Source: an optimization exercise on an open RTL-to-GDS flow (aim: small area). Production flows keep margins and buffers that such runs may drop. Function was checked by simulation only, so behaviour that the tests miss may differ from the original. Power and IR drop assume default switching activity.

[flow/flow/run.sh]
#!/bin/bash
# The standard layout (standard.sh) with these placement settings changed:
#  - plain buf_1 cells as the port buffers (every port still gets one);
#  - pins may sit one routing track apart, so a smaller die holds them;
#  - clock tree: larger sink clusters, small clock buffers, no dummy loads;
#  - one tie cell for the constant outputs (as synthesis leaves it).
set -o pipefail
export BUFFER_PORTS_ARGS="-buffer_cell sky130_fd_sc_hd__buf_1"
export PLACE_PINS_ARGS="-min_distance 1 -min_distance_in_tracks"
export CTS_ARGS="-sink_clustering_enable -repair_clock_nets -dont_use_dummy_load -buf_list {sky130_fd_sc_hd__clkbuf_16} -sink_clustering_size 30 -sink_clustering_max_diameter 70"
export SKIP_REPAIR_TIE_FANOUT=1
bash standard.sh > standard.log 2>&1
[flow/design.v]
module buffer (
    input  logic             clk,
    input  logic             wen,       
    input  logic             keep3,     
    input  logic [639:0]     din,
    output logic [3:0][143:0] dout,
    output logic [143:0]     set3_kept
);
    always_ff @(posedge clk) begin
        for (int s = 0; s < 4; s++)
            if (wen) dout[s] <= din[s*160 +: 144];
        if (keep3) set3_kept <= dout[3];
    end
endmodule
module hadamard_product_unit (
    input  logic [71:0] kernel,
    input  logic [71:0] p0_n,    
    input  logic [71:0] p1_n,
    input  logic [71:0] p2_n,
    output logic [7:0]  y0,
    output logic [7:0]  y1,
    output logic [7:0]  y2
);
    logic [71:0] kernel3;
    times3 u_k3 (.k(kernel), .k3(kernel3));
    logic [2:0][71:0] p_n;
    logic [2:0][7:0]  y;
    assign p_n = {p2_n, p1_n, p0_n};
    assign {y2, y1, y0} = y;
    for (genvar j = 0; j < 3; j++) begin : g_dp
        logic [26:0] d1, d2, d3;
        r4dec u_dec (.p_n(p_n[j]), .d1(d1), .d2(d2), .d3(d3));
        dot9 u_dp (.k(kernel), .k3(kernel3), .p_n(p_n[j]),
                   .d1(d1), .d2(d2), .d3(d3), .y(y[j]));
    end
endmodule
module dot9 (
    input  logic [71:0] k,     
    input  logic [71:0] k3,    
    input  logic [71:0] p_n,    
    input  logic [26:0] d1,    
    input  logic [26:0] d2,    
    input  logic [26:0] d3,    
    output logic [7:0]  y
);
    logic pn1, pn2, pn3, pn4, pn5, pn6, pn7, pn8, pn9, pn10, pn11, pn12, pn13, pn14, pn15, pn16;
    logic pn17, pn18, pn19, pn20, pn21, pn22, pn23, pn24, pn25, pn26, pn27, pn28, pn29, pn30, pn31, pn32;
    logic pn33, pn34, pn35, pn36, pn37, pn38, pn39, pn40, pn41, pn42, pn43, pn44, pn45, pn46, pn47, pn48;
    logic pn49, pn50, pn51, pn52, pn53, pn54, pn55, pn56, pn57, pn58, pn59, pn60, pn61, pn62, pn63, pn64;
    logic pn65, pn66, pn67, pn68, pn69, pn70, pn71, pn72, pn73, pn74, pn75, pn76, pn77, pn78, pn79, pn80;
    logic pn81, pn82, pn83, pn84, pn85, pn86, pn87, pn88, pn89, pn90, pn91, pn92, pn93, pn94, pn95, pn96;
    logic pn97, pn98, pn99, pn100, pn101, pn102, pn103, pn104, pn105, pn106, pn107, pn108, pn109, pn110, pn111, pn112;
    logic pn113, pn114, pn115, pn116, pn117, pn118, pn119, pn120, pn121, pn122, pn123, pn124, pn125, pn126, pn127, pn128;
    logic pn129, pn130, pn131, pn132, pn133, pn134, pn135, pn136, pn137, pn138, pn139, pn140, pn141, pn142, pn143, pn144;
    logic pn145, pn146, pn147, pn148, pn149, pn150, pn151, pn152, pn153, pn154, pn155, pn156, pn157, pn158, pn159, pn160;
    logic pn161, pn162, pn163, pn164, pn165, pn166, pn167, pn168, pn169, pn170, pn171, pn172, pn173, pn174, pn175, pn176;
    logic pn177, pn178, pn179, pn180, pn181, pn182, pn183, pn184, pn185, pn186, pn187, pn188, pn189, s190, c191, s192;
    logic c193, s194, c195, s196, c197, s198, c199, s200, c201, s202, c203, s204, c205, s206, c207, s208;
    logic c209, s210, c211, s212, c213, s214, c215, s216, c217, s218, c219, s220, c221, s222, c223, s224;
    logic c225, s226, c227, s228, c229, s230, c231, s232, c233, s234, c235, s236, c237, s238, c239, s240;
    logic c241, s242, c243, s244, c245, s246, c247, s248, c249, s250, c251, s252, c253, s254, c255, s256;
    logic c257, s258, c259, s260, c261, s262, c263, s264, c265, s266, c267, s268, c269, s270, c271, s272;
    logic c273, s274, c275, s276, c277, s278, c279, s280, c281, s282, c283, s284, c285, s286, c287, s288;
    logic c289, s290, c291, s292, c293, s294, c295, s296, c297, s298, c299, s300, c301, s302, c303, s304;
    logic c305, s306, c307, s308, c309, s310, c311, s312, c313, s314, c315, s316, c317, s318, c319, s320;
    logic c321, s322, c323, s324, c325, s326, c327, s328, c329, s330, c331, s332, c333, s334, c335, s336;
    logic c337, s338, c339, s340, c341, s342, c343, s344, c345, s346, c347, s348, c349, s350, c351, s352;
    logic c353, s354, c355, s356, c357, s358, c359, s360, c361, s362, c363, s364, c365, s366, c367, s368;
    logic c369, s370, c371, s372, c373, s374, c375, s376, c377, s378, c379, s380, c381, s382, c383, s384;
    logic c385, s386, c387, s388, c389, s390, c391, s392, c393, s394, c395, s396, c397, s398, c399, s400;
    logic c401, s402, c403, s404, c405, s406, c407, s408, c409, s410, c411, s412, c413, x414, x415, x416;
    logic x417, x418, x419, x420, x421, x422, x423, x424, x425, x426, x427, x428, x429, x430, x431, x432;
    logic x433, x434, x435, x436, x437, x438, x439, x440, x441, x442, x443, x444, x445, x446, x447, x448;
    logic x449, x450, x451, x452, x453, x454, x455, x456, x457, x458, x459, x460, x461, x462, x463, x464;
    logic x465, x466, x467, x468, x469, x470, x471, x472, x473, x474, x475, x476, x477, x478, x479, x480;
    logic x481, x482, x483, x484, x485, x486, x487;
    assign pn1 = ~(k[0] & ~p_n[0]);
    assign pn2 = ~((d1[0] & k[1]) | (d2[0] & k[0]) | (d3[0] & k3[1]));
    assign pn3 = ~((d1[0] & k[2]) | (d2[0] & k[1]) | (d3[0] & k3[2]));
    assign pn4 = ~((d1[0] & k[3]) | (d2[0] & k[2]) | (d3[0] & k3[3]));
    assign pn5 = ~((d1[0] & k[4]) | (d2[0] & k[3]) | (d3[0] & k3[4]));
    assign pn6 = ~((d1[0] & k[5]) | (d2[0] & k[4]) | (d3[0] & k3[5]));
    assign pn7 = ~((d1[0] & k[6]) | (d2[0] & k[5]) | (d3[0] & k3[6]));
    assign pn8 = ~((d1[0] & k[7]) | (d2[0] & k[6]) | (d3[0] & k3[7]));
    assign pn9 = ~(k[0] & ~p_n[2]);
    assign pn10 = ~((d1[1] & k[1]) | (d2[1] & k[0]) | (d3[1] & k3[1]));
    assign pn11 = ~((d1[1] & k[2]) | (d2[1] & k[1]) | (d3[1] & k3[2]));
    assign pn12 = ~((d1[1] & k[3]) | (d2[1] & k[2]) | (d3[1] & k3[3]));
    assign pn13 = ~((d1[1] & k[4]) | (d2[1] & k[3]) | (d3[1] & k3[4]));
    assign pn14 = ~((d1[1] & k[5]) | (d2[1] & k[4]) | (d3[1] & k3[5]));
    assign pn15 = ~(k[0] & ~p_n[4]);
    assign pn16 = ~((d1[2] & k[1]) | (d2[2] & k[0]) | (d3[2] & k3[1]));
    assign pn17 = ~((d1[2] & k[2]) | (d2[2] & k[1]) | (d3[2] & k3[2]));
    assign pn18 = ~((d1[2] & k[3]) | (d2[2] & k[2]) | (d3[2] & k3[3]));
    assign pn19 = ~(k[0] & ~p_n[6]);
    assign pn20 = ~(k[1] & ~p_n[6]);
    assign pn21 = ~(k[0] & ~p_n[7]);
    assign pn22 = ~(k[8] & ~p_n[8]);
    assign pn23 = ~((d1[3] & k[9]) | (d2[3] & k[8]) | (d3[3] & k3[9]));
    assign pn24 = ~((d1[3] & k[10]) | (d2[3] & k[9]) | (d3[3] & k3[10]));
    assign pn25 = ~((d1[3] & k[11]) | (d2[3] & k[10]) | (d3[3] & k3[11]));
    assign pn26 = ~((d1[3] & k[12]) | (d2[3] & k[11]) | (d3[3] & k3[12]));
    assign pn27 = ~((d1[3] & k[13]) | (d2[3] & k[12]) | (d3[3] & k3[13]));
    assign pn28 = ~((d1[3] & k[14]) | (d2[3] & k[13]) | (d3[3] & k3[14]));
    assign pn29 = ~((d1[3] & k[15]) | (d2[3] & k[14]) | (d3[3] & k3[15]));
    assign pn30 = ~(k[8] & ~p_n[10]);
    assign pn31 = ~((d1[4] & k[9]) | (d2[4] & k[8]) | (d3[4] & k3[9]));
    assign pn32 = ~((d1[4] & k[10]) | (d2[4] & k[9]) | (d3[4] & k3[10]));
    assign pn33 = ~((d1[4] & k[11]) | (d2[4] & k[10]) | (d3[4] & k3[11]));
    assign pn34 = ~((d1[4] & k[12]) | (d2[4] & k[11]) | (d3[4] & k3[12]));
    assign pn35 = ~((d1[4] & k[13]) | (d2[4] & k[12]) | (d3[4] & k3[13]));
    assign pn36 = ~(k[8] & ~p_n[12]);
    assign pn37 = ~((d1[5] & k[9]) | (d2[5] & k[8]) | (d3[5] & k3[9]));
    assign pn38 = ~((d1[5] & k[10]) | (d2[5] & k[9]) | (d3[5] & k3[10]));
    assign pn39 = ~((d1[5] & k[11]) | (d2[5] & k[10]) | (d3[5] & k3[11]));
    assign pn40 = ~(k[8] & ~p_n[14]);
    assign pn41 = ~(k[9] & ~p_n[14]);
    assign pn42 = ~(k[8] & ~p_n[15]);
    assign pn43 = ~(k[16] & ~p_n[16]);
    assign pn44 = ~((d1[6] & k[17]) | (d2[6] & k[16]) | (d3[6] & k3[17]));
    assign pn45 = ~((d1[6] & k[18]) | (d2[6] & k[17]) | (d3[6] & k3[18]));
    assign pn46 = ~((d1[6] & k[19]) | (d2[6] & k[18]) | (d3[6] & k3[19]));
    assign pn47 = ~((d1[6] & k[20]) | (d2[6] & k[19]) | (d3[6] & k3[20]));
    assign pn48 = ~((d1[6] & k[21]) | (d2[6] & k[20]) | (d3[6] & k3[21]));
    assign pn49 = ~((d1[6] & k[22]) | (d2[6] & k[21]) | (d3[6] & k3[22]));
    assign pn50 = ~((d1[6] & k[23]) | (d2[6] & k[22]) | (d3[6] & k3[23]));
    assign pn51 = ~(k[16] & ~p_n[18]);
    assign pn52 = ~((d1[7] & k[17]) | (d2[7] & k[16]) | (d3[7] & k3[17]));
    assign pn53 = ~((d1[7] & k[18]) | (d2[7] & k[17]) | (d3[7] & k3[18]));
    assign pn54 = ~((d1[7] & k[19]) | (d2[7] & k[18]) | (d3[7] & k3[19]));
    assign pn55 = ~((d1[7] & k[20]) | (d2[7] & k[19]) | (d3[7] & k3[20]));
    assign pn56 = ~((d1[7] & k[21]) | (d2[7] & k[20]) | (d3[7] & k3[21]));
    assign pn57 = ~(k[16] & ~p_n[20]);
    assign pn58 = ~((d1[8] & k[17]) | (d2[8] & k[16]) | (d3[8] & k3[17]));
    assign pn59 = ~((d1[8] & k[18]) | (d2[8] & k[17]) | (d3[8] & k3[18]));
    assign pn60 = ~((d1[8] & k[19]) | (d2[8] & k[18]) | (d3[8] & k3[19]));
    assign pn61 = ~(k[16] & ~p_n[22]);
    assign pn62 = ~(k[17] & ~p_n[22]);
    assign pn63 = ~(k[16] & ~p_n[23]);
    assign pn64 = ~(k[24] & ~p_n[24]);
    assign pn65 = ~((d1[9] & k[25]) | (d2[9] & k[24]) | (d3[9] & k3[25]));
    assign pn66 = ~((d1[9] & k[26]) | (d2[9] & k[25]) | (d3[9] & k3[26]));
    assign pn67 = ~((d1[9] & k[27]) | (d2[9] & k[26]) | (d3[9] & k3[27]));
    assign pn68 = ~((d1[9] & k[28]) | (d2[9] & k[27]) | (d3[9] & k3[28]));
    assign pn69 = ~((d1[9] & k[29]) | (d2[9] & k[28]) | (d3[9] & k3[29]));
    assign pn70 = ~((d1[9] & k[30]) | (d2[9] & k[29]) | (d3[9] & k3[30]));
    assign pn71 = ~((d1[9] & k[31]) | (d2[9] & k[30]) | (d3[9] & k3[31]));
    assign pn72 = ~(k[24] & ~p_n[26]);
    assign pn73 = ~((d1[10] & k[25]) | (d2[10] & k[24]) | (d3[10] & k3[25]));
    assign pn74 = ~((d1[10] & k[26]) | (d2[10] & k[25]) | (d3[10] & k3[26]));
    assign pn75 = ~((d1[10] & k[27]) | (d2[10] & k[26]) | (d3[10] & k3[27]));
    assign pn76 = ~((d1[10] & k[28]) | (d2[10] & k[27]) | (d3[10] & k3[28]));
    assign pn77 = ~((d1[10] & k[29]) | (d2[10] & k[28]) | (d3[10] & k3[29]));
    assign pn78 = ~(k[24] & ~p_n[28]);
    assign pn79 = ~((d1[11] & k[25]) | (d2[11] & k[24]) | (d3[11] & k3[25]));
    assign pn80 = ~((d1[11] & k[26]) | (d2[11] & k[25]) | (d3[11] & k3[26]));
    assign pn81 = ~((d1[11] & k[27]) | (d2[11] & k[26]) | (d3[11] & k3[27]));
    assign pn82 = ~(k[24] & ~p_n[30]);
    assign pn83 = ~(k[25] & ~p_n[30]);
    assign pn84 = ~(k[24] & ~p_n[31]);
    assign pn85 = ~(k[32] & ~p_n[32]);
    assign pn86 = ~((d1[12] & k[33]) | (d2[12] & k[32]) | (d3[12] & k3[33]));
    assign pn87 = ~((d1[12] & k[34]) | (d2[12] & k[33]) | (d3[12] & k3[34]));
    assign pn88 = ~((d1[12] & k[35]) | (d2[12] & k[34]) | (d3[12] & k3[35]));
    assign pn89 = ~((d1[12] & k[36]) | (d2[12] & k[35]) | (d3[12] & k3[36]));
    assign pn90 = ~((d1[12] & k[37]) | (d2[12] & k[36]) | (d3[12] & k3[37]));
    assign pn91 = ~((d1[12] & k[38]) | (d2[12] & k[37]) | (d3[12] & k3[38]));
    assign pn92 = ~((d1[12] & k[39]) | (d2[12] & k[38]) | (d3[12] & k3[39]));
    assign pn93 = ~(k[32] & ~p_n[34]);
    assign pn94 = ~((d1[13] & k[33]) | (d2[13] & k[32]) | (d3[13] & k3[33]));
    assign pn95 = ~((d1[13] & k[34]) | (d2[13] & k[33]) | (d3[13] & k3[34]));
    assign pn96 = ~((d1[13] & k[35]) | (d2[13] & k[34]) | (d3[13] & k3[35]));
    assign pn97 = ~((d1[13] & k[36]) | (d2[13] & k[35]) | (d3[13] & k3[36]));
    assign pn98 = ~((d1[13] & k[37]) | (d2[13] & k[36]) | (d3[13] & k3[37]));
    assign pn99 = ~(k[32] & ~p_n[36]);
    assign pn100 = ~((d1[14] & k[33]) | (d2[14] & k[32]) | (d3[14] & k3[33]));
    assign pn101 = ~((d1[14] & k[34]) | (d2[14] & k[33]) | (d3[14] & k3[34]));
    assign pn102 = ~((d1[14] & k[35]) | (d2[14] & k[34]) | (d3[14] & k3[35]));
    assign pn103 = ~(k[32] & ~p_n[38]);
    assign pn104 = ~(k[33] & ~p_n[38]);
    assign pn105 = ~(k[32] & ~p_n[39]);
    assign pn106 = ~(k[40] & ~p_n[40]);
    assign pn107 = ~((d1[15] & k[41]) | (d2[15] & k[40]) | (d3[15] & k3[41]));
    assign pn108 = ~((d1[15] & k[42]) | (d2[15] & k[41]) | (d3[15] & k3[42]));
    assign pn109 = ~((d1[15] & k[43]) | (d2[15] & k[42]) | (d3[15] & k3[43]));
    assign pn110 = ~((d1[15] & k[44]) | (d2[15] & k[43]) | (d3[15] & k3[44]));
    assign pn111 = ~((d1[15] & k[45]) | (d2[15] & k[44]) | (d3[15] & k3[45]));
    assign pn112 = ~((d1[15] & k[46]) | (d2[15] & k[45]) | (d3[15] & k3[46]));
    assign pn113 = ~((d1[15] & k[47]) | (d2[15] & k[46]) | (d3[15] & k3[47]));
    assign pn114 = ~(k[40] & ~p_n[42]);
    assign pn115 = ~((d1[16] & k[41]) | (d2[16] & k[40]) | (d3[16] & k3[41]));
    assign pn116 = ~((d1[16] & k[42]) | (d2[16] & k[41]) | (d3[16] & k3[42]));
    assign pn117 = ~((d1[16] & k[43]) | (d2[16] & k[42]) | (d3[16] & k3[43]));
    assign pn118 = ~((d1[16] & k[44]) | (d2[16] & k[43]) | (d3[16] & k3[44]));
    assign pn119 = ~((d1[16] & k[45]) | (d2[16] & k[44]) | (d3[16] & k3[45]));
    assign pn120 = ~(k[40] & ~p_n[44]);
    assign pn121 = ~((d1[17] & k[41]) | (d2[17] & k[40]) | (d3[17] & k3[41]));
    assign pn122 = ~((d1[17] & k[42]) | (d2[17] & k[41]) | (d3[17] & k3[42]));
    assign pn123 = ~((d1[17] & k[43]) | (d2[17] & k[42]) | (d3[17] & k3[43]));
    assign pn124 = ~(k[40] & ~p_n[46]);
    assign pn125 = ~(k[41] & ~p_n[46]);
    assign pn126 = ~(k[40] & ~p_n[47]);
    assign pn127 = ~(k[48] & ~p_n[48]);
    assign pn128 = ~((d1[18] & k[49]) | (d2[18] & k[48]) | (d3[18] & k3[49]));
    assign pn129 = ~((d1[18] & k[50]) | (d2[18] & k[49]) | (d3[18] & k3[50]));
    assign pn130 = ~((d1[18] & k[51]) | (d2[18] & k[50]) | (d3[18] & k3[51]));
    assign pn131 = ~((d1[18] & k[52]) | (d2[18] & k[51]) | (d3[18] & k3[52]));
    assign pn132 = ~((d1[18] & k[53]) | (d2[18] & k[52]) | (d3[18] & k3[53]));
    assign pn133 = ~((d1[18] & k[54]) | (d2[18] & k[53]) | (d3[18] & k3[54]));
    assign pn134 = ~((d1[18] & k[55]) | (d2[18] & k[54]) | (d3[18] & k3[55]));
    assign pn135 = ~(k[48] & ~p_n[50]);
    assign pn136 = ~((d1[19] & k[49]) | (d2[19] & k[48]) | (d3[19] & k3[49]));
    assign pn137 = ~((d1[19] & k[50]) | (d2[19] & k[49]) | (d3[19] & k3[50]));
    assign pn138 = ~((d1[19] & k[51]) | (d2[19] & k[50]) | (d3[19] & k3[51]));
    assign pn139 = ~((d1[19] & k[52]) | (d2[19] & k[51]) | (d3[19] & k3[52]));
    assign pn140 = ~((d1[19] & k[53]) | (d2[19] & k[52]) | (d3[19] & k3[53]));
    assign pn141 = ~(k[48] & ~p_n[52]);
    assign pn142 = ~((d1[20] & k[49]) | (d2[20] & k[48]) | (d3[20] & k3[49]));
    assign pn143 = ~((d1[20] & k[50]) | (d2[20] & k[49]) | (d3[20] & k3[50]));
    assign pn144 = ~((d1[20] & k[51]) | (d2[20] & k[50]) | (d3[20] & k3[51]));
    assign pn145 = ~(k[48] & ~p_n[54]);
    assign pn146 = ~(k[49] & ~p_n[54]);
    assign pn147 = ~(k[48] & ~p_n[55]);
    assign pn148 = ~(k[56] & ~p_n[56]);
    assign pn149 = ~((d1[21] & k[57]) | (d2[21] & k[56]) | (d3[21] & k3[57]));
    assign pn150 = ~((d1[21] & k[58]) | (d2[21] & k[57]) | (d3[21] & k3[58]));
    assign pn151 = ~((d1[21] & k[59]) | (d2[21] & k[58]) | (d3[21] & k3[59]));
    assign pn152 = ~((d1[21] & k[60]) | (d2[21] & k[59]) | (d3[21] & k3[60]));
    assign pn153 = ~((d1[21] & k[61]) | (d2[21] & k[60]) | (d3[21] & k3[61]));
    assign pn154 = ~((d1[21] & k[62]) | (d2[21] & k[61]) | (d3[21] & k3[62]));
    assign pn155 = ~((d1[21] & k[63]) | (d2[21] & k[62]) | (d3[21] & k3[63]));
    assign pn156 = ~(k[56] & ~p_n[58]);
    assign pn157 = ~((d1[22] & k[57]) | (d2[22] & k[56]) | (d3[22] & k3[57]));
    assign pn158 = ~((d1[22] & k[58]) | (d2[22] & k[57]) | (d3[22] & k3[58]));
    assign pn159 = ~((d1[22] & k[59]) | (d2[22] & k[58]) | (d3[22] & k3[59]));
    assign pn160 = ~((d1[22] & k[60]) | (d2[22] & k[59]) | (d3[22] & k3[60]));
    assign pn161 = ~((d1[22] & k[61]) | (d2[22] & k[60]) | (d3[22] & k3[61]));
    assign pn162 = ~(k[56] & ~p_n[60]);
    assign pn163 = ~((d1[23] & k[57]) | (d2[23] & k[56]) | (d3[23] & k3[57]));
    assign pn164 = ~((d1[23] & k[58]) | (d2[23] & k[57]) | (d3[23] & k3[58]));
    assign pn165 = ~((d1[23] & k[59]) | (d2[23] & k[58]) | (d3[23] & k3[59]));
    assign pn166 = ~(k[56] & ~p_n[62]);
    assign pn167 = ~(k[57] & ~p_n[62]);
    assign pn168 = ~(k[56] & ~p_n[63]);
    assign pn169 = ~(k[64] & ~p_n[64]);
    assign pn170 = ~((d1[24] & k[65]) | (d2[24] & k[64]) | (d3[24] & k3[65]));
    assign pn171 = ~((d1[24] & k[66]) | (d2[24] & k[65]) | (d3[24] & k3[66]));
    assign pn172 = ~((d1[24] & k[67]) | (d2[24] & k[66]) | (d3[24] & k3[67]));
    assign pn173 = ~((d1[24] & k[68]) | (d2[24] & k[67]) | (d3[24] & k3[68]));
    assign pn174 = ~((d1[24] & k[69]) | (d2[24] & k[68]) | (d3[24] & k3[69]));
    assign pn175 = ~((d1[24] & k[70]) | (d2[24] & k[69]) | (d3[24] & k3[70]));
    assign pn176 = ~((d1[24] & k[71]) | (d2[24] & k[70]) | (d3[24] & k3[71]));
    assign pn177 = ~(k[64] & ~p_n[66]);
    assign pn178 = ~((d1[25] & k[65]) | (d2[25] & k[64]) | (d3[25] & k3[65]));
    assign pn179 = ~((d1[25] & k[66]) | (d2[25] & k[65]) | (d3[25] & k3[66]));
    assign pn180 = ~((d1[25] & k[67]) | (d2[25] & k[66]) | (d3[25] & k3[67]));
    assign pn181 = ~((d1[25] & k[68]) | (d2[25] & k[67]) | (d3[25] & k3[68]));
    assign pn182 = ~((d1[25] & k[69]) | (d2[25] & k[68]) | (d3[25] & k3[69]));
    assign pn183 = ~(k[64] & ~p_n[68]);
    assign pn184 = ~((d1[26] & k[65]) | (d2[26] & k[64]) | (d3[26] & k3[65]));
    assign pn185 = ~((d1[26] & k[66]) | (d2[26] & k[65]) | (d3[26] & k3[66]));
    assign pn186 = ~((d1[26] & k[67]) | (d2[26] & k[66]) | (d3[26] & k3[67]));
    assign pn187 = ~(k[64] & ~p_n[70]);
    assign pn188 = ~(k[65] & ~p_n[70]);
    assign pn189 = ~(k[64] & ~p_n[71]);
    fa u_s190 (.a(pn1), .b(pn22), .c(pn43), .s(s190), .co(c191));
    fa u_s192 (.a(pn64), .b(pn85), .c(pn106), .s(s192), .co(c193));
    fa u_s194 (.a(pn127), .b(pn148), .c(pn169), .s(s194), .co(c195));
    fa u_s196 (.a(s190), .b(s192), .c(s194), .s(s196), .co(c197));
    fa u_s198 (.a(pn2), .b(pn23), .c(pn44), .s(s198), .co(c199));
    fa u_s200 (.a(pn65), .b(pn86), .c(pn107), .s(s200), .co(c201));
    fa u_s202 (.a(pn128), .b(pn149), .c(pn170), .s(s202), .co(c203));
    fa u_s204 (.a(c191), .b(c193), .c(c195), .s(s204), .co(c205));
    fa u_s206 (.a(c197), .b(s198), .c(s200), .s(s206), .co(c207));
    fa u_s208 (.a(s202), .b(s204), .c(s206), .s(s208), .co(c209));
    fa u_s210 (.a(pn9), .b(pn30), .c(pn51), .s(s210), .co(c211));
    fa u_s212 (.a(pn72), .b(pn93), .c(pn114), .s(s212), .co(c213));
    fa u_s214 (.a(pn135), .b(pn156), .c(pn177), .s(s214), .co(c215));
    fa u_s216 (.a(s210), .b(s212), .c(s214), .s(s216), .co(c217));
    fa u_s218 (.a(pn3), .b(pn24), .c(pn45), .s(s218), .co(c219));
    fa u_s220 (.a(pn66), .b(pn87), .c(pn108), .s(s220), .co(c221));
    fa u_s222 (.a(pn129), .b(pn150), .c(pn171), .s(s222), .co(c223));
    fa u_s224 (.a(c199), .b(c201), .c(c203), .s(s224), .co(c225));
    fa u_s226 (.a(c205), .b(s216), .c(c207), .s(s226), .co(c227));
    fa u_s228 (.a(s218), .b(s220), .c(s222), .s(s228), .co(c229));
    fa u_s230 (.a(s224), .b(c209), .c(s226), .s(s230), .co(c231));
    assign s232 = ~(s228 ^ s230);
    assign c233 = s228 | s230;
    fa u_s234 (.a(pn10), .b(pn31), .c(pn52), .s(s234), .co(c235));
    fa u_s236 (.a(pn73), .b(pn94), .c(pn115), .s(s236), .co(c237));
    fa u_s238 (.a(pn136), .b(pn157), .c(pn178), .s(s238), .co(c239));
    fa u_s240 (.a(c211), .b(c213), .c(c215), .s(s240), .co(c241));
    fa u_s242 (.a(c217), .b(s234), .c(s236), .s(s242), .co(c243));
    fa u_s244 (.a(s238), .b(s240), .c(pn4), .s(s244), .co(c245));
    fa u_s246 (.a(pn25), .b(pn46), .c(pn67), .s(s246), .co(c247));
    fa u_s248 (.a(pn88), .b(pn109), .c(pn130), .s(s248), .co(c249));
    fa u_s250 (.a(pn151), .b(pn172), .c(c219), .s(s250), .co(c251));
    fa u_s252 (.a(c221), .b(c223), .c(c225), .s(s252), .co(c253));
    fa u_s254 (.a(s242), .b(c227), .c(c229), .s(s254), .co(c255));
    fa u_s256 (.a(s244), .b(s246), .c(s248), .s(s256), .co(c257));
    fa u_s258 (.a(s250), .b(s252), .c(c231), .s(s258), .co(c259));
    fa u_s260 (.a(s254), .b(s256), .c(c233), .s(s260), .co(c261));
    assign s262 = ~(s258 ^ s260);
    assign c263 = s258 | s260;
    fa u_s264 (.a(pn15), .b(pn36), .c(pn57), .s(s264), .co(c265));
    fa u_s266 (.a(pn78), .b(pn99), .c(pn120), .s(s266), .co(c267));
    fa u_s268 (.a(pn141), .b(pn162), .c(pn183), .s(s268), .co(c269));
    fa u_s270 (.a(s264), .b(s266), .c(s268), .s(s270), .co(c271));
    fa u_s272 (.a(pn11), .b(pn32), .c(pn53), .s(s272), .co(c273));
    fa u_s274 (.a(pn74), .b(pn95), .c(pn116), .s(s274), .co(c275));
    fa u_s276 (.a(pn137), .b(pn158), .c(pn179), .s(s276), .co(c277));
    fa u_s278 (.a(c235), .b(c237), .c(c239), .s(s278), .co(c279));
    fa u_s280 (.a(c241), .b(s270), .c(c243), .s(s280), .co(c281));
    fa u_s282 (.a(s272), .b(s274), .c(s276), .s(s282), .co(c283));
    fa u_s284 (.a(s278), .b(pn5), .c(pn26), .s(s284), .co(c285));
    fa u_s286 (.a(pn47), .b(pn68), .c(pn89), .s(s286), .co(c287));
    fa u_s288 (.a(pn110), .b(pn131), .c(pn152), .s(s288), .co(c289));
    fa u_s290 (.a(pn173), .b(c245), .c(c247), .s(s290), .co(c291));
    fa u_s292 (.a(c249), .b(c251), .c(c253), .s(s292), .co(c293));
    fa u_s294 (.a(s280), .b(s282), .c(c255), .s(s294), .co(c295));
    fa u_s296 (.a(c257), .b(s284), .c(s286), .s(s296), .co(c297));
    fa u_s298 (.a(s288), .b(s290), .c(s292), .s(s298), .co(c299));
    fa u_s300 (.a(c259), .b(s294), .c(s296), .s(s300), .co(c301));
    fa u_s302 (.a(s298), .b(c261), .c(s300), .s(s302), .co(c303));
    assign s304 = ~(c263 ^ s302);
    assign c305 = c263 | s302;
    fa u_s306 (.a(pn16), .b(pn37), .c(pn58), .s(s306), .co(c307));
    fa u_s308 (.a(pn79), .b(pn100), .c(pn121), .s(s308), .co(c309));
    fa u_s310 (.a(pn142), .b(pn163), .c(pn184), .s(s310), .co(c311));
    fa u_s312 (.a(c265), .b(c267), .c(c269), .s(s312), .co(c313));
    fa u_s314 (.a(c271), .b(s306), .c(s308), .s(s314), .co(c315));
    fa u_s316 (.a(s310), .b(s312), .c(pn12), .s(s316), .co(c317));
    fa u_s318 (.a(pn33), .b(pn54), .c(pn75), .s(s318), .co(c319));
    fa u_s320 (.a(pn96), .b(pn117), .c(pn138), .s(s320), .co(c321));
    fa u_s322 (.a(pn159), .b(pn180), .c(c273), .s(s322), .co(c323));
    fa u_s324 (.a(c275), .b(c277), .c(c279), .s(s324), .co(c325));
    fa u_s326 (.a(s314), .b(c281), .c(c283), .s(s326), .co(c327));
    fa u_s328 (.a(s316), .b(s318), .c(s320), .s(s328), .co(c329));
    fa u_s330 (.a(s322), .b(s324), .c(pn6), .s(s330), .co(c331));
    fa u_s332 (.a(pn27), .b(pn48), .c(pn69), .s(s332), .co(c333));
    fa u_s334 (.a(pn90), .b(pn111), .c(pn132), .s(s334), .co(c335));
    fa u_s336 (.a(pn153), .b(pn174), .c(c285), .s(s336), .co(c337));
    fa u_s338 (.a(c287), .b(c289), .c(c291), .s(s338), .co(c339));
    fa u_s340 (.a(c293), .b(s326), .c(s328), .s(s340), .co(c341));
    fa u_s342 (.a(c295), .b(c297), .c(c299), .s(s342), .co(c343));
    fa u_s344 (.a(s330), .b(s332), .c(s334), .s(s344), .co(c345));
    fa u_s346 (.a(s336), .b(s338), .c(s340), .s(s346), .co(c347));
    fa u_s348 (.a(c301), .b(s342), .c(s344), .s(s348), .co(c349));
    fa u_s350 (.a(s346), .b(c303), .c(s348), .s(s350), .co(c351));
    assign s352 = ~(c305 ^ s350);
    assign c353 = c305 | s350;
    fa u_s354 (.a(pn19), .b(pn40), .c(pn61), .s(s354), .co(c355));
    fa u_s356 (.a(pn82), .b(pn103), .c(pn124), .s(s356), .co(c357));
    fa u_s358 (.a(pn145), .b(pn166), .c(pn187), .s(s358), .co(c359));
    fa u_s360 (.a(s354), .b(s356), .c(s358), .s(s360), .co(c361));
    fa u_s362 (.a(pn17), .b(pn38), .c(pn59), .s(s362), .co(c363));
    fa u_s364 (.a(pn80), .b(pn101), .c(pn122), .s(s364), .co(c365));
    fa u_s366 (.a(pn143), .b(pn164), .c(pn185), .s(s366), .co(c367));
    fa u_s368 (.a(c307), .b(c309), .c(c311), .s(s368), .co(c369));
    fa u_s370 (.a(c313), .b(s360), .c(c315), .s(s370), .co(c371));
    fa u_s372 (.a(s362), .b(s364), .c(s366), .s(s372), .co(c373));
    fa u_s374 (.a(s368), .b(pn13), .c(pn34), .s(s374), .co(c375));
    fa u_s376 (.a(pn55), .b(pn76), .c(pn97), .s(s376), .co(c377));
    fa u_s378 (.a(pn118), .b(pn139), .c(pn160), .s(s378), .co(c379));
    fa u_s380 (.a(pn181), .b(c317), .c(c319), .s(s380), .co(c381));
    fa u_s382 (.a(c321), .b(c323), .c(c325), .s(s382), .co(c383));
    fa u_s384 (.a(s370), .b(s372), .c(c327), .s(s384), .co(c385));
    fa u_s386 (.a(c329), .b(s374), .c(s376), .s(s386), .co(c387));
    fa u_s388 (.a(s378), .b(s380), .c(s382), .s(s388), .co(c389));
    fa u_s390 (.a(c331), .b(c333), .c(c335), .s(s390), .co(c391));
    fa u_s392 (.a(c337), .b(c339), .c(pn7), .s(s392), .co(c393));
    fa u_s394 (.a(pn28), .b(pn49), .c(pn70), .s(s394), .co(c395));
    fa u_s396 (.a(pn91), .b(pn112), .c(pn133), .s(s396), .co(c397));
    fa u_s398 (.a(pn154), .b(pn175), .c(c341), .s(s398), .co(c399));
    fa u_s400 (.a(s384), .b(s386), .c(s388), .s(s400), .co(c401));
    fa u_s402 (.a(c343), .b(c345), .c(s390), .s(s402), .co(c403));
    fa u_s404 (.a(s392), .b(s394), .c(s396), .s(s404), .co(c405));
    fa u_s406 (.a(c347), .b(s398), .c(s400), .s(s406), .co(c407));
    fa u_s408 (.a(c349), .b(s402), .c(s404), .s(s408), .co(c409));
    fa u_s410 (.a(s406), .b(c351), .c(s408), .s(s410), .co(c411));
    assign s412 = ~(c353 ^ s410);
    assign c413 = c353 | s410;
    assign x414 = pn20 ^ pn21;
    assign x415 = pn41 ^ pn42;
    assign x416 = pn62 ^ pn63;
    assign x417 = pn83 ^ pn84;
    assign x418 = pn104 ^ pn105;
    assign x419 = pn125 ^ pn126;
    assign x420 = pn146 ^ pn147;
    assign x421 = pn167 ^ pn168;
    assign x422 = pn188 ^ pn189;
    assign x423 = x414 ^ x415;
    assign x424 = x416 ^ x417;
    assign x425 = x418 ^ x419;
    assign x426 = x420 ^ x421;
    assign x427 = x422 ^ c355;
    assign x428 = c357 ^ c359;
    assign x429 = x423 ^ x424;
    assign x430 = x425 ^ x426;
    assign x431 = x427 ^ x428;
    assign x432 = x429 ^ x430;
    assign x433 = c361 ^ x431;
    assign x434 = x432 ^ pn18;
    assign x435 = pn39 ^ pn60;
    assign x436 = pn81 ^ pn102;
    assign x437 = pn123 ^ pn144;
    assign x438 = pn165 ^ pn186;
    assign x439 = c363 ^ c365;
    assign x440 = c367 ^ c369;
    assign x441 = x433 ^ x434;
    assign x442 = x435 ^ x436;
    assign x443 = x437 ^ x438;
    assign x444 = x439 ^ x440;
    assign x445 = c371 ^ c373;
    assign x446 = x441 ^ x442;
    assign x447 = x443 ^ x444;
    assign x448 = pn14 ^ pn35;
    assign x449 = pn56 ^ pn77;
    assign x450 = pn98 ^ pn119;
    assign x451 = pn140 ^ pn161;
    assign x452 = pn182 ^ c375;
    assign x453 = c377 ^ c379;
    assign x454 = c381 ^ c383;
    assign x455 = x445 ^ x446;
    assign x456 = x447 ^ x448;
    assign x457 = x449 ^ x450;
    assign x458 = x451 ^ x452;
    assign x459 = x453 ^ x454;
    assign x460 = x455 ^ c385;
    assign x461 = c387 ^ c389;
    assign x462 = x456 ^ x457;
    assign x463 = x458 ^ x459;
    assign x464 = c391 ^ x460;
    assign x465 = x461 ^ pn8;
    assign x466 = pn29 ^ pn50;
    assign x467 = pn71 ^ pn92;
    assign x468 = pn113 ^ pn134;
    assign x469 = pn155 ^ pn176;
    assign x470 = c393 ^ c395;
    assign x471 = c397 ^ x462;
    assign x472 = x463 ^ c399;
    assign x473 = c401 ^ x464;
    assign x474 = x465 ^ x466;
    assign x475 = x467 ^ x468;
    assign x476 = x469 ^ x470;
    assign x477 = x471 ^ c403;
    assign x478 = x472 ^ c405;
    assign x479 = x473 ^ x474;
    assign x480 = x475 ^ x476;
    assign x481 = c407 ^ x477;
    assign x482 = x478 ^ x479;
    assign x483 = x480 ^ c409;
    assign x484 = x481 ^ x482;
    assign x485 = x483 ^ x484;
    assign x486 = c411 ^ x485;
    assign x487 = c413 ^ x486;
    assign y[0] = ~s196;
    assign y[1] = ~s208;
    assign y[2] = ~s232;
    assign y[3] = ~s262;
    assign y[4] = ~s304;
    assign y[5] = ~s352;
    assign y[6] = ~s412;
    assign y[7] = ~x487;
endmodule
module r4dec (
    input  logic [71:0] p_n,
    output logic [26:0] d1,
    output logic [26:0] d2,
    output logic [26:0] d3
);
    for (genvar m = 0; m < 9; m++) begin : g_m
        for (genvar i = 0; i < 3; i++) begin : g_d
            assign d1[m*3+i] = ~p_n[m*8+2*i] & p_n[m*8+2*i+1];
            assign d2[m*3+i] = p_n[m*8+2*i] & ~p_n[m*8+2*i+1];
            assign d3[m*3+i] = ~(p_n[m*8+2*i] | p_n[m*8+2*i+1]);
        end
    end
endmodule
module times3 (
    input  logic [71:0] k,
    output logic [71:0] k3
);
    for (genvar m = 0; m < 9; m++) begin : g_m
        logic [7:0] a, y;
        logic [7:1] c;
        assign a = k[m*8 +: 8];
        assign y[0] = a[0];
        assign y[1] = a[1] ^ a[0];
        assign c[1] = a[1] & a[0];
        for (genvar b = 2; b < 7; b++) begin : g_b
            fa u_fa (.a(a[b]), .b(a[b-1]), .c(c[b-1]), .s(y[b]), .co(c[b]));
        end
        assign y[7] = a[7] ^ a[6] ^ c[6];
        assign k3[m*8 +: 8] = y;
    end
endmodule
module fa (input logic a, input logic b, input logic c, output logic s, output logic co);
    assign s  = a ^ b ^ c;
    assign co = (a & b) | (c & (a ^ b));
endmodule
module for_output (
    input  logic          clk,
    input  logic          rst,
    input  logic [1:0]    op,
    input  logic          wr_reg,    
    input  logic          arr3,      
    input  logic          arr1,      
    input  logic [15:0]   lane0,     
    input  logic [15:0]   lane1,
    input  logic [15:0]   lane2,
    output logic [1279:0] dout
);
    localparam logic [1:0] WRITE = 2'd2;
    logic [3:0] index;       
    logic       dv;          
    logic       full;
    logic [2:0] res_index;
    logic [7:0] res_valid;
    logic [7:0] res_inval;   
    always_ff @(posedge clk or posedge rst) begin
        if (rst)
            full <= 1'b0;
        else if (op == WRITE)
            full <= 1'b0;
        else if (res_valid[7] && dv)
            full <= 1'b1;
    end
    logic [4:0] sum;
    assign sum = index + (arr3 ? 5'd3 : 5'd1);
    always_ff @(posedge clk or posedge rst) begin
        if (rst) begin
            index <= 4'd0;
            dv    <= 1'b0;
        end else if (op == WRITE) begin
            index <= 4'd0;
            dv    <= 1'b0;
        end else if (!full && (arr3 || arr1)) begin
            if (sum >= 5'd9) begin
                index <= 4'(sum - 5'd9);
                dv    <= 1'b1;
            end else begin
                index <= sum[3:0];
                dv    <= 1'b0;
            end
        end
    end
    always_ff @(posedge clk or posedge rst) begin
        if (rst)
            res_index <= 3'd0;
        else if (wr_reg)
            res_index <= 3'd0;
        else if (dv && res_index != 3'd7)
            res_index <= res_index + 3'd1;
    end
    always_ff @(posedge clk or posedge rst) begin
        if (rst) begin
            res_valid <= '0;
            res_inval <= '1;
        end else if (wr_reg) begin
            res_valid <= '0;
            res_inval <= '1;
        end else if (!full && (dv || index != 4'd0)) begin
            res_valid[res_index] <= 1'b1;
            res_inval[res_index] <= 1'b0;
        end
    end
    logic       acc_d;       
    logic       n3_d;        
    logic [3:0] i_d;         
    always_ff @(posedge clk or posedge rst) begin
        if (rst) begin
            acc_d <= 1'b0;
            n3_d  <= 1'b0;
            i_d   <= 4'd0;
        end else begin
            acc_d <= (arr3 || arr1) && (op != WRITE) && !full;
            n3_d  <= arr3;
            i_d   <= index;
        end
    end
    logic wr_now;
    assign wr_now = acc_d && !full && !wr_reg;
    logic [8:0][15:0] bus;
    logic [8:0]       to_cur;     
    logic [8:0]       to_next;    
    always_comb begin
        for (int e = 0; e < 9; e++) begin
            bus[e]     = '0;
            to_cur[e]  = 1'b0;
            to_next[e] = 1'b0;
            for (int k = 0; k < 3; k++) begin
                if ((k == 0 || n3_d) && (32'(i_d) + k == e)) begin
                    bus[e]    = (k == 0) ? lane0 : (k == 1) ? lane1 : lane2;
                    to_cur[e] = 1'b1;
                end
                if ((k == 0 || n3_d) && (32'(i_d) + k == e + 9)) begin
                    bus[e]     = (k == 0) ? lane0 : (k == 1) ? lane1 : lane2;
                    to_next[e] = 1'b1;
                end
            end
            if (e >= 32'(i_d) + (n3_d ? 3 : 1))
                to_cur[e] = 1'b1;    
        end
    end
    logic [7:0][8:0][15:0] rows_n;
    always_ff @(posedge clk) begin
        for (int r = 0; r < 8; r++)
            for (int e = 0; e < 9; e++)
                if (wr_now && ((to_cur[e] && r >= res_index) || (to_next[e] && r > res_index)))
                    rows_n[r][e] <= ~bus[e];
    end
    for (genvar r = 0; r < 8; r++) begin : g_row
        assign dout[r*160 +: 144]       = ~(rows_n[r] | {144{res_inval[r]}});
        assign dout[r*160 + 144 +: 16]  = 16'd0;
    end
endmodule
module top #(
    parameter DATA_WIDTH = 8,
    parameter BUFFER_SIZE = 2,
    parameter KERNEL_SIZE = 9,
    parameter NUM_OF_MUL = 2,
    parameter DATA_OF_SET = 20,
    parameter IN_NUM_OF_SET = 4,
    parameter OUT_NUM_OF_SET = 3
)(
    input  logic          clk,
    input  logic          rst,
    input  logic [639:0]  din,
    input  logic [71:0]   kernel,
    input  logic [1:0]    op,
    output logic [1279:0] dout,
    output logic          dout_valid
);
    localparam logic [1:0] READ  = 2'd1;
    localparam logic [1:0] WRITE = 2'd2;
    logic       rd_reg, wr_reg;    
    logic [5:0] cnt;               
    logic       wen;
    always_ff @(posedge clk or posedge rst) begin
        if (rst) begin
            rd_reg <= 1'b0;
            wr_reg <= 1'b0;
            cnt    <= 6'd0;
        end else begin
            rd_reg <= (op == READ);
            wr_reg <= (op == WRITE);
            if (cnt == 6'd32 || ((op == READ) && rd_reg))
                cnt <= 6'd0;
            else if ((op == READ) && !rd_reg)
                cnt <= cnt + 6'd1;
        end
    end
    assign wen        = (op == READ) && !rd_reg && (cnt == 6'd0);
    assign dout_valid = (op == WRITE) && !wr_reg;
    logic [4:1] ph;
    logic       ph2_n, ph4_n;    
    always_ff @(posedge clk or posedge rst) begin
        if (rst) begin
            ph    <= '0;
            ph2_n <= 1'b1;
            ph4_n <= 1'b1;
        end else begin
            ph    <= {ph[3:1], wen};
            ph2_n <= !ph[1];
            ph4_n <= !ph[3];
        end
    end
    logic [3:0][143:0] set_q;
    logic [143:0]      set3_q;
    buffer u_buf (.clk(clk), .wen(wen), .keep3(ph[3]), .din(din), .dout(set_q), .set3_kept(set3_q));
    logic [71:0] kernel_d;
    always_ff @(posedge clk) kernel_d <= kernel;
    logic [71:0] k_src;
    assign k_src = ({72{ph[2]}} & kernel) | ({72{ph2_n}} & kernel_d);
    logic [71:0] pu0_n, pu1_n, pu2_n;
    assign pu0_n = ~(({72{ph[2]}} & set_q[0][71:0])   | ({72{ph[3]}} & set_q[1][143:72]) | ({72{ph[4]}} & set3_q[71:0]));
    assign pu1_n = ~(({72{ph[2]}} & set_q[0][143:72]) | ({72{ph[3]}} & set_q[2][71:0])   | ({72{ph[4]}} & set3_q[143:72]));
    assign pu2_n = ~(({72{ph[2]}} & set_q[1][71:0])   | ({72{ph2_n}} & set_q[2][143:72]));
    logic [7:0] u0, u1, u2;
    hadamard_product_unit u_dp (
        .kernel(k_src),
        .p0_n(pu0_n),
        .p1_n(pu1_n),
        .p2_n(pu2_n),
        .y0(u0),
        .y1(u1),
        .y2(u2)
    );
    logic [7:0] r0, r1, r2, r0_d, r1_d, r2_d;
    always_ff @(posedge clk) begin
        r0   <= u0;
        r1   <= u1;
        r2   <= u2;
        r0_d <= r0;
        r1_d <= r1;
        r2_d <= r2;
    end
    logic [15:0] lane0, lane1, lane2;
    assign lane0 = ({16{ph[4]}} & {r1_d, r0_d}) | ({16{ph4_n}} & {r1, r0});
    assign lane1 = {r0, r2_d};
    assign lane2 = {r2, r1};
    for_output u_out (
        .clk(clk),
        .rst(rst),
        .op(op),
        .wr_reg(wr_reg),
        .arr3(ph[3]),
        .arr1(ph[4]),
        .lane0(lane0),
        .lane1(lane1),
        .lane2(lane2),
        .dout(dout)
    );
endmodule
[flow/config.mk]
export PLATFORM = sky130hd
export DESIGN_NAME = top
export DESIGN_NICKNAME = top
export VERILOG_FILES = /design/flow/design.v
export SDC_FILE = /design/flow/constraint.sdc
export NUM_CORES = 8
export LEC_CHECK = 0
export CAP_MARGIN = 25
export CORE_AREA = 10 10 450 450
export DIE_AREA = 0 0 460 460
export PLACE_DENSITY = 0.55
export SLEW_MARGIN = 25
export SYNTH_HIERARCHICAL = 1
[flow/standard.sh]
#!/bin/bash
# synth_recipe.tcl (not shown) runs the flow's synth.tcl, then flattens the netlist and writes it again
# the make line also repeats each setting of config.mk as NAME=value (left out here)
make -C /OpenROAD-flow-scripts/flow DESIGN_CONFIG=/design/flow/config.mk WORK_HOME=/design/flow/orfs CLKGATE_MAP_FILE= SYNTH_SCRIPT=/design/flow/synth_recipe.tcl "${@:-finish}"
[flow/constraint.sdc]
create_clock -name core_clock -period 10.0 [get_ports {clk}]
set_input_delay 2.0000 -clock core_clock [delete_from_list [all_inputs] [get_ports {clk}]]
set_output_delay 2.0000 -clock core_clock [all_outputs]
set_load 0.01 [all_outputs]
==> impl.org, run 1 <==
** Global route
- Entering global routing, the biggest net connects 193 pins.
- Wire length of the first global-routing pass :: 555000 um
- For this run the aggregate overflow at the end of global routing stands at 5.
- For this run, the total global-route usage over all layers was measured as 37.9%.
- Via count of the first global-routing pass :: approximately 70000

** Floorplan
- During I/O placement, the number of pins put on the boundary was between 1500 and 2000.
- Row count :: approximately 160
- Starting Density :: roughly 47%
- In this run the horizontal extent of the chip is 460 um.
- The floorplan step set the die height to 460 um.

** Placed design
- The count of buffers added on input and output ports is approximately 1800.
- Once detailed placement completed, the half-perimeter wirelength came to 304000 um.
- Final weighted congestion in routability-driven placement :: roughly 1.0
- Placed cell count :: a little over 10000
- Setup Slack @ Placement :: 0.370 ns

** Outcome
- Outcome :: stopped before the end
- Stage at which the flow ended :: global routing (5_1_grt)
- The tool reported: "[ERROR GRT-0116] Global routing finished with congestion. Check the congestion regions in the DRC Viewer".

** Logic synthesis
- Number of warning messages in the yosys log :: 9
- Synthesis produced a netlist whose cell count is 6101.
- Post-synthesis instance area :: between 0.09 and 0.1 sq mm
- Per-instance average area after synthesis :: roughly 15 sq um
- When the netlist entered floorplanning its net count stood at 7227.

** Clock tree
- Post-CTS setup-driven buffer insertion count :: 0
- Number of hold buffers added after cts :: 0
- The tree is rooted in a clkbuf_16.
- Maximum number of buffers from clock root to sink :: 3
- Number of clock buffers inserted by TritonCTS :: 109
- Count of instances resized after the clock tree is built :: 0
- CTS saw 2030 sinks.
- In this run the number of H-tree levels came out at 3.
## how the worst min path moves through the flow
| stage | slack, ns | cells past startpoint | startpoint | endpoint |
|---|---|---|---|---|
| floorplan | 0.33 | 0 | r2[0] | r2_d[0] |
| global placement | 0.36 | 0 | ph[1] | ph[2] |
| detailed placement | 0.37 | 0 | ph[1] | ph[2] |
| CTS | 0.30 | 0 | u_buf.dout[436] | u_buf.set3_kept[4] |
## routing by layer
layer	GRT usage (%)	overflow
met1	44.1	0
met2	58.9	4
met3	12.1	0
met4	27.9	1
met5	0.679	0
## through the flow
step	hold slack [ns]	instance area, sq um
CTS	0.300	104000
detailed placement	0.366	101000
global placement	0.358	101000
floorplan	0.329	90400
## power groups by stage
stage               logic, mW  clock network, mW  registers [mW]
floorplan                1.84                  0            9.57
global placement         2.97                  0            9.79
detailed placement       2.92                  0            9.80
CTS                      2.96               4.54            9.60
==> inputs of run 2 (changes only) <==
--- a/flow/flow/run.sh
+++ b/flow/flow/run.sh
@@ -7,6 +7,6 @@
 set -o pipefail
 export BUFFER_PORTS_ARGS="-buffer_cell sky130_fd_sc_hd__buf_1"
 export PLACE_PINS_ARGS="-min_distance 1 -min_distance_in_tracks"
-export CTS_ARGS="-sink_clustering_enable -repair_clock_nets -dont_use_dummy_load -buf_list {sky130_fd_sc_hd__clkbuf_16} -sink_clustering_size 30 -sink_clustering_max_diameter 70"
+export CTS_ARGS="-sink_clustering_enable -repair_clock_nets -dont_use_dummy_load -buf_list {sky130_fd_sc_hd__clkbuf_4 sky130_fd_sc_hd__clkbuf_8} -sink_clustering_size 20 -sink_clustering_max_diameter 45"
 export SKIP_REPAIR_TIE_FANOUT=1
 bash standard.sh > standard.log 2>&1
--- a/flow/config.mk
+++ b/flow/config.mk
@@ -6,8 +6,8 @@
 export NUM_CORES = 8
 export LEC_CHECK = 0
 export CAP_MARGIN = 25
-export CORE_AREA = 10 10 450 450
-export DIE_AREA = 0 0 460 460
+export CORE_AREA = 10 10 550 550
+export DIE_AREA = 0 0 560 560
 export PLACE_DENSITY = 0.55
 export SLEW_MARGIN = 25
 export SYNTH_HIERARCHICAL = 1
==> run 2 against run 1 <==
The run now finishes clean. Synthesized cell count unchanged. Area after synthesis unchanged.
==> impl.org, run 2 <==
** Outcome
- The flow ran to the end and the layout has no timing, DRC or antenna violations.

** Pwr
- Switching power of the nets :: 5.16 mW
- Summed over all cells, the static leakage comes to 33.5 nW.
- Net switching is 28.8% of the power.
- Share of total power in the clock network :: between 20% and 30%
- The internal portion of the total power is 12.8 mW.
- Sequential cells burn 53.2% of the power.
- For this design the ratio of total power to cell area is 166 mW/mm^2.
- The worst-case IR drop observed on VDD is 0.289 mV.
- Combinational logic burns just under 20% of the power.

** Logic synthesis
- The average size of a mapped cell came to 14.8 sq um (unchanged).
- Gate count of the mapped netlist :: 6101 (unchanged)
- Post-Synthesis Net Count :: 7227 (unchanged)
- The number of warnings reported in the yosys synthesis log was 9 (unchanged).
- Post-synthesis instance area :: 0.0904 sq mm (unchanged)

** Critical path
- The worst setup path is launched from a flop.
- Maximum fanout count along the critical path :: 86
- Critical setup path kind :: reg -> reg
- Worst endpoint required time :: 10.81 ns
- Endpoint type of the worst setup path :: flop
- STA puts the critical path data arrival time at between 10 and 15 ns.
- Reg-to-reg slack, setup :: 0.79 ns

** Timing
- Setup violations remaining at the end of the flow were counted as 0.
- Hold WS :: a little over 0.3 ns
- The worst path needs around 9.2 ns of the cycle, external delays included.
- Share of the clock period used by the worst path :: 92.1%
- The count of final max-slew check failures is 0.
- Top achievable clock speed :: roughly 0.11 GHz
- Number of hold violations in the final report :: 0
- After layout, the worst setup slack is between 0.7 and 0.8 ns.
- At the pin with the least slew margin, the transition time is 1.21 ns.
- For the final database, setup skew stands at 0.218 ns.
- Setup repair after global routing left no endpoint under its margin.
- In this run the tightest slew margin relative to its limit is between 10% and 20%.

** Floorplan
- The horizontal extent of the die is 560 um (+22%).
- The floorplan die height is 560 um (+22%).
- Number of primary I/O pins :: 1997 (unchanged)
- The floorplan step defined a core boundary enclosing 0.291 sq mm.
- The cell row count is 198 (+23%).
- The die covers 0.314 sq mm.
- The initial core utilization came to 31.1% (-16 points).

** Global route
- For this run, global-route usage on met3 was measured as 8.24%.
- After global routing, the most crowded layer is met2.
- Grt total ovfl :: 0
- The number of global-route vias before repair was approximately 68000.
- Maximum number of pins on one net before global-route repair :: 186
- The initial antenna violation count is 80.
- Global-route usage over all layers :: 26.4%
- In the global route stage, met2 resource usage came out at 41.1%.
- The first global-routing pass estimated 581000 um of wire.
- Met1 track demand over resource :: between 30% and 40%

** Clock tree
- TritonCTS built the clock tree.
- The quantity of hold-fixing buffers added after cts was 0 (unchanged).
- The post-cts gate resize count came to 0 (unchanged).
- Sinks on the clock net :: 2030 (unchanged)
- The maximum count of clock buffers along a single path came to 4 (+1).
- Post-CTS setup-driven buffer insertion count :: 0 (unchanged)
- Worst-skew pair later-pin latency :: roughly 1.1 ns
- Clock slew at the register clock pins of the worst setup and hold paths :: 0.07 ns
- Number of clock buffers inserted by TritonCTS :: 244 (+120%)
- The H-tree level count is 4 (+1).
- In this run the clock root is driven by a clkbuf_8.

** Layout
- After routing the design area is 0.108 sq mm.
- Top flop regs :: u_out.rows_n (1152), u_buf.dout (576), u_buf.set3_kept (144)
- u_out.rows_n holds more flip-flops than any other register.
- Layout cell share with drive strength beyond 1 :: 12.5%
- The register with the most flip-flops in the layout has 1152 of them.
- The library cells used most frequently in the layout, excluding fill and tap cells, are edfxtp_1 (1872), buf_1 (1804), nor2_1 (1287), a222oi_1 (614), buf_4 (395).
- Layout Area Growth over Synthesis :: 19.5%
- At the end of the flow, the number of nets in the layout was 9277.
- Final core area utilization :: 37.2%
- Commonest non-fill, non-tap cell in the layout :: edfxtp_1

** Placed design
- Final weighted congestion in routability-driven placement :: 1.00 (-0.52%)
- The half-perimeter wire length of the detailed placement result was 326000 um (+7.5%).
- Quantity of I/O buffers inserted on ports :: 1804 (unchanged)
- The area after detailed placement was 0.104 sq mm (+2.7%).
- The pre-CTS setup slack is 0.282 ns (-0.0872 ns).

** Min path
- Worst hold path type :: reg -> reg

** Routing
- Number of vias in the routed layout :: 68600
- Number of antenna-violating nets in the routed design :: 0
- DRC :: 0
- For this block, the routed nets add up to 439000 um of wire.
- Routed via count divided by cell count :: about 5.7
- Post-detailed-route wirelength per cell :: 36.3 um
- For this block, the initial DRC count from the detailed router was roughly 13000.
- Pre-antenna DRT Iters :: 14

** Job
- Across the run, the number of max-cap violations was 0.
run 2: path summary, 6_finish.rpt:
path                                  from              endpoint  cells past startpoint
max                                  ph[3]                 r1[7]                     23
min                        u_buf.dout[572]  u_buf.set3_kept[140]                      0
max reg2reg                          ph[3]                 r1[7]                     23
min reg2reg                u_buf.dout[572]  u_buf.set3_kept[140]                      0
max in group asynchronous              rst                 ph[2]                      2
min in group asynchronous              rst          u_out.i_d[1]                      2
run 2: metal layers:
metal | part of all wire (%) | routed length [um]
met1 | 37 | 163000
met3 | 11 | 50200
met2 | 45 | 197000
met5 | 0.10 | 448
met4 | 6.5 | 28400
run 2: power by group through the flow:
| stage | registers [mW] | logic (mW) | clock network (mW) |
|---|---|---|---|
| 3_3_place_gp | 9.70 | 3.40 | 0 |
| 5_1_grt | 9.54 | 3.64 | 5.33 |
| 2_1_floorplan | 9.57 | 1.84 | 0 |
| 6_report | 9.54 | 3.49 | 4.90 |
| 3_5_place_dp | 9.71 | 3.40 | 0 |
| 4_1_cts | 9.53 | 3.42 | 5.03 |
run 2: stage by stage:
step,instances,total power [mW],TNS [ns]
2_1_floorplan,6101,11.4,-3758.91
3_3_place_gp,11800,13.1,0
3_5_place_dp,11800,13.1,0
4_1_cts,12000,18.0,0
5_1_grt,12100,18.5,0
6_report,12100,17.9,0
run 2: area by class of cell:
class | instances | area (sq um)
diodes | 51 | 128
clock buffers | 244 | 3360
fillers | 28100 | 183000
inverters | 52 | 195
multi-input cells | 3568 | 29200
flip-flops and latches | 2030 | 59600
well taps | 3900 | 4880
repair buffers | 2255 | 10600
run 2: critical path: stages (launching register included):
cell      delay (ns)
dfrtp_4         0.66
buf_12          0.29
a222oi_1        0.98
buf_4           0.29
and2b_2         0.28
a222oi_1        0.44
fa_1            0.58
fa_1            0.44
fa_1            0.41
fa_1            0.43
fa_1            0.48
fa_1            0.45
fa_1            0.47
fa_1            0.50
fa_1            0.54
inv_1           0.06
ha_1            0.20
xnor2_1         0.26
buf_4           0.17
xnor2_1         0.13
xnor2_1         0.11
xnor2_1         0.21
xnor2_1         0.15
xnor3_1         0.41
==> inputs of run 3 (changes only) <==
--- a/flow/config.mk
+++ b/flow/config.mk
@@ -6,8 +6,8 @@
 export NUM_CORES = 8
 export LEC_CHECK = 0
 export CAP_MARGIN = 25
-export CORE_AREA = 10 10 550 550
-export DIE_AREA = 0 0 560 560
+export CORE_AREA = 10 10 450 450
+export DIE_AREA = 0 0 460 460
 export PLACE_DENSITY = 0.55
 export SLEW_MARGIN = 25
 export SYNTH_HIERARCHICAL = 1
==> run 3 against run 2 <==
Synthesized cell count unchanged. Area after synthesis did not move. The run now fails in global routing (5_1_grt).
==> impl.org, run 3 <==
** Placed design
- The half-perimeter wire length of the detailed placement result is 304000 um (-7.0%).
- Cell area after placement :: 0.101 sq mm (-2.7%)
- Final weighted congestion in routability-driven placement :: 1.01 (+0.52%)
- The count of buffers from port buffering came to 1804 (unchanged).

** Logic synthesis
- Per-instance average area after synthesis :: 14.8 sq um (unchanged)
- Post-Synthesis Net Count :: 7227 (unchanged)
- Post-synthesis instance area :: 0.0904 sq mm (unchanged)
- Number of warning messages in the yosys log :: 9 (unchanged)
- Gate count of the mapped netlist :: 6101 (unchanged)

** Global route
- The first global-routing pass estimated 558000 um of wire.
- Across every metal layer, demand over resource in global routing totals a little under two fifths.
- After global routing the overflow that remains totals 7.
- Maximum number of pins on one net before global-route repair :: 193
- The number of global-route vias before repair came to 70900.

** Clock tree
- The clock sink count was 2030 (unchanged).
- Number of levels the H-tree was split into :: 4 (unchanged)
- The number of buffers inserted to repair setup after CTS was 0 (unchanged).
- Count of instances resized after the clock tree is built :: 0 (unchanged)
- The total clock buffers created by CTS is 207 (-15%).
- Number of hold buffers added after cts :: 0 (unchanged)
- The maximum count of clock buffers along a single path is 3 (-1).
- CTS placed an instance of clkbuf_8 at the clock tree root.

** Outcome
- Error that ended the run :: [ERROR GRT-0116] Global routing finished with congestion. Check the congestion regions in the DRC Viewer.
- The run stopped with a tool error.
- The stage where the run came to a stop is global routing (5_1_grt).

** Floorplan
- The horizontal extent of the die is 460 um (-18%).
- Starting Density :: 47.0% (+16 points)
- The cell row count came to 161 (-19%).
- Number of primary I/O pins :: 1997 (unchanged)
- The floorplan die height came to 460 um (-18%).
==> run 3: worst max-delay path by stage <==
stage	startpoint	endpoint	slack, ns
floorplan	op[1]	ph[1]	-6.99
global placement	kernel[32]	r1[7]	0.45
detailed placement	kernel[32]	r1[7]	0.37
CTS	ph[2]	r1[7]	1.12
==> run 3: layer usage <==
metal  global-route usage, %  overflow
met5                   0.746         0
met4                    28.2         2
met3                    12.7         0
met2                    59.1         5
met1                    44.1         0
==> run 3: through the flow <==
| stage | hold slack, ns | instances | total power [mW] | setup slack, ns |
|---|---|---|---|---|
| floorplan | 0.329 | 6101 | 11.4 | -6.99 |
| CTS | 0.358 | 10500 | 17.1 | 1.12 |
| global placement | 0.358 | 10300 | 12.8 | 0.446 |
| detailed placement | 0.366 | 10300 | 12.7 | 0.370 |
==> run 3: power groups by stage <==
stage / Combinational [mW] / Sequential, mW / Clock (mW)
after CTS: 2.96 / 9.61 / 4.54
after detailed placement: 2.92 / 9.80 / 0
after global placement: 2.97 / 9.79 / 0
after floorplan: 1.84 / 9.57 / 0
==> inputs of run 4 (changes only) <==
--- a/flow/config.mk
+++ b/flow/config.mk
@@ -6,8 +6,8 @@
 export NUM_CORES = 8
 export LEC_CHECK = 0
 export CAP_MARGIN = 25
-export CORE_AREA = 10 10 450 450
-export DIE_AREA = 0 0 460 460
+export CORE_AREA = 10 10 510 510
+export DIE_AREA = 0 0 520 520
 export PLACE_DENSITY = 0.55
 export SLEW_MARGIN = 25
 export SYNTH_HIERARCHICAL = 1
==> run 4 against run 3 <==
The run now finishes clean. Area after synthesis is the same. Synthesized cell count is the same.
==> impl.org, run 4 <==
** Floorplan
- Starting Density :: 36.4% (-11 points)
- The floorplan die height was 520 um (+13%).
- The total area inside the core boundary comes to 0.249 sq mm.
- Number of primary I/O pins :: 1997 (unchanged)
- Die Outline Area :: 0.270 sq mm
- Die extent in x :: 520 um (+13%)
- Row count :: 183 (+14%)

** Global route
- For this run the aggregate overflow at the end of global routing stands at 0.
- Global-route usage over all layers :: between 20 and 30%
- Maximum number of pins on one net before global-route repair :: 174
- Via count of the first global-routing pass :: just under 70000
- Wire length of the first global-routing pass :: about 560000 um
- Number of antenna violations at the first check in global routing :: 73

** Layout
- The register with the most flip-flops in the layout has 1152 of them.
- Top flop regs :: u_out.rows_n (1152), u_buf.dout (576), u_buf.set3_kept (144)
- Leaving out fill and tap cells, the most frequent cells in the layout are edfxtp_1 (1872), buf_1 (1804), nor2_1 (1286), a222oi_1 (614), fa_1 (368).
- At the end of the flow the core is filled with cells to 42.7%.
- Commonest non-fill, non-tap cell in the layout :: edfxtp_1
- Counting flops per register, the top entry is u_out.rows_n.
- The net count of the finished layout is 9205.
- Area of the multi-input gates :: just under 0.03 sq mm
- In the final layout, flip-flops and latches occupy 0.0596 sq mm.
- Layout cell share with drive strength beyond 1 :: 11.4%
- Compared with the post-synthesis result, the final layout area differs by 17.5%.
- Post-route insts no fill :: 11500
- Post-Layout Inst Area :: 0.106 sq mm
- The layout has 23100 filler cells.

** Pwr
- Max VDD drop :: about 0.26 mV
- PD cells :: around 170 mW/mm^2
- For this design the static power due to leakage is 33.1 nW.

** Clock tree
- Clock slew at the register clock pins of the worst setup and hold paths :: 0.08 ns
- The post-cts gate resize count was 0 (unchanged).
- Number of levels the H-tree was split into :: 4 (unchanged)
- Clock Tree Root :: clkbuf_8
- Number of clock buffers inserted by TritonCTS :: 229 (+11%)
- Post-CTS setup-driven buffer insertion count :: 0 (unchanged)
- Maximum number of buffers from clock root to sink :: 3 (unchanged)
- Number of hold buffers added after cts :: 0 (unchanged)
- CTS tree :: done
- Sinks on the clock net :: 2030 (unchanged)
- For the worst-skew pair, the clock arrives at the later sink with an insertion delay of 1.12 ns.

** Routing
- Number of DRC markers in iteration 0 :: 13800
- Using the TritonRoute via totals, the vias-per-cell ratio works out to 5.94.
- Number of antenna-violating nets in the routed design :: 0
- For this run, design rule violations remaining after detail routing come to 0.
- Pre-antenna DRT Iters :: 15
- Detailed routing inserted a total of 68100 vias.
- Wire length reported by the detailed router :: approximately 420000 um
- Post-detailed-route wirelength per cell :: 36.8 um

** Timing
- The clock arrives with 0.238 ns of skew.
- Top achievable clock speed :: 0.107 GHz
- In this run the tightest slew margin relative to its limit is 20.5%.
- Slew @ Worst Pin :: 1.19 ns
- The count of final max-slew check failures came to 0.
- Post-route setup slack :: 0.693 ns
- Setup violations remaining at the end of the flow were counted as 0.
- Number of hold violations in the final report :: 0
- Summed over all failing endpoints, the final setup total negative slack is 0 ns.
- The routed design could run at a clock period as short as 9.31 ns.
- Setup repair after global routing left no endpoint under its margin.
- Share of the clock period used by the worst path :: 93.1%

** Critical path
- Data arrival time of the critical path :: 10.17 ns
- The worst register-to-register path has a depth of 23.
- The worst setup path is launched from a flop.
- Endpoint type of the worst setup path :: flop
- At the worst endpoint, the required time is between 10 and 15 ns.
- Across all register-to-register paths, the minimum setup slack is 0.69 ns.
- The critical path is of the reg -> reg type.
- Worst r2r dst :: r1[7]
- Of all nets on the critical path, the largest fanout is 51.
- The worst register-to-register path begins at ph[3].

** Logic synthesis
- Post-Synthesis Net Count :: 7227 (unchanged)
- Gate count of the mapped netlist :: 6101 (unchanged)
- The cell area after technology mapping was 0.0904 sq mm (unchanged).
- The number of warnings reported in the yosys synthesis log came to 9 (unchanged).
- The average size of a mapped cell was 14.8 sq um (unchanged).

** Outcome
- Outcome :: timing/DRC/antenna clean

** Min path
- The path class of the tightest hold or removal check is reg -> reg.
- Depth of the worst hold-timing path :: 0
- Hold_sp :: u_buf.dout[476]
- The worst hold path terminates at u_buf.set3_kept[44].

** Placed design
- The half-perimeter wire length of the detailed placement result came to 309000 um (+1.7%).
- The count of buffers from port buffering came to 1804 (unchanged).
- The final RePlAce weighted congestion is 1.01 (+0.62%).
- The pre-CTS setup slack is 0.325 ns (-0.0445 ns).
- Placed cell count :: 11200 (+8.0%)
- Cell area after placement :: 0.103 sq mm (+1.2%)

** Job
- Maxcap violations :: 0
## run 4: how the worst max path moves through the flow
| stage | from | to | slack (ns) | cells after the start |
|---|---|---|---|---|
| 6_report | ph[3] | r1[7] | 0.69 | 23 |
| 5_1_grt | ph[3] | r1[7] | 0.51 | 23 |
| 4_1_cts | ph[3] | r1[7] | 0.76 | 23 |
| 3_5_place_dp | kernel[32] | r0[7] | 0.33 | 23 |
| 3_3_place_gp | kernel[32] | r0[7] | 0.36 | 23 |
| 2_1_floorplan | op[1] | ph[1] | -6.99 | 2 |
## run 4: critical path, cell delays in order, from the launching register on
cell and delay (ns):
dfrtp_4 0.75, buf_12 0.35, buf_4 0.23, a222oi_1 0.87, buf_4 0.28, and2b_2 0.28
a222oi_1 0.42, fa_1 0.56, fa_1 0.51, fa_1 0.40, fa_1 0.42, fa_1 0.40
fa_1 0.47, fa_1 0.46, fa_1 0.51, fa_1 0.50, inv_1 0.06, ha_1 0.20
xnor2_1 0.28, xnor2_1 0.20, xnor2_1 0.12, xnor2_1 0.23, xnor2_1 0.15, xnor3_1 0.40
## run 4: stage by stage
stage / total power [mW] / hold slack, ns
2_1_floorplan: 11.4 / 0.329
6_report: 17.5 / 0.324
4_1_cts: 17.5 / 0.292
3_5_place_dp: 12.9 / 0.358
5_1_grt: 18.1 / 0.311
3_3_place_gp: 12.9 / 0.356
## run 4: where the power goes
part	switching, mW	leakage, nW	total (mW)	internal, mW
Combinational	2.04	13.1	3.26	1.22
Sequential	0.234	18.3	9.58	9.35
Clock	2.70	1.65	4.70	2.00
## run 4: final cells by class
class / instances / area share (%)
multi-input combinational: 3568 / 27.4
antenna: 48 / 0.113
inverter: 52 / 0.184
sequential: 2030 / 56.1
timing repair buffer: 2198 / 9.34
tap: 3330 / 3.92
clock buffer: 229 / 2.97
## run 4: per-layer routing
| metal | global-route usage, % | wire (um) | share of wire [%] |
|---|---|---|---|
| met5 | 0.737 | 307 | 0.073 |
| met4 | 20.3 | 34000 | 8.1 |
| met2 | 45.4 | 189000 | 45 |
| met3 | 9.47 | 50800 | 12 |
| met1 | 35.2 | 147000 | 35 |

Setup slack of run 4, layout unchanged: 0.693 ns with ideal ports, 0.693 ns with driving cells assumed (clock clkbuf_16, inputs buf_2), 0.073 ns with port delays also shifted by the 1.095 ns mid clock arrival.
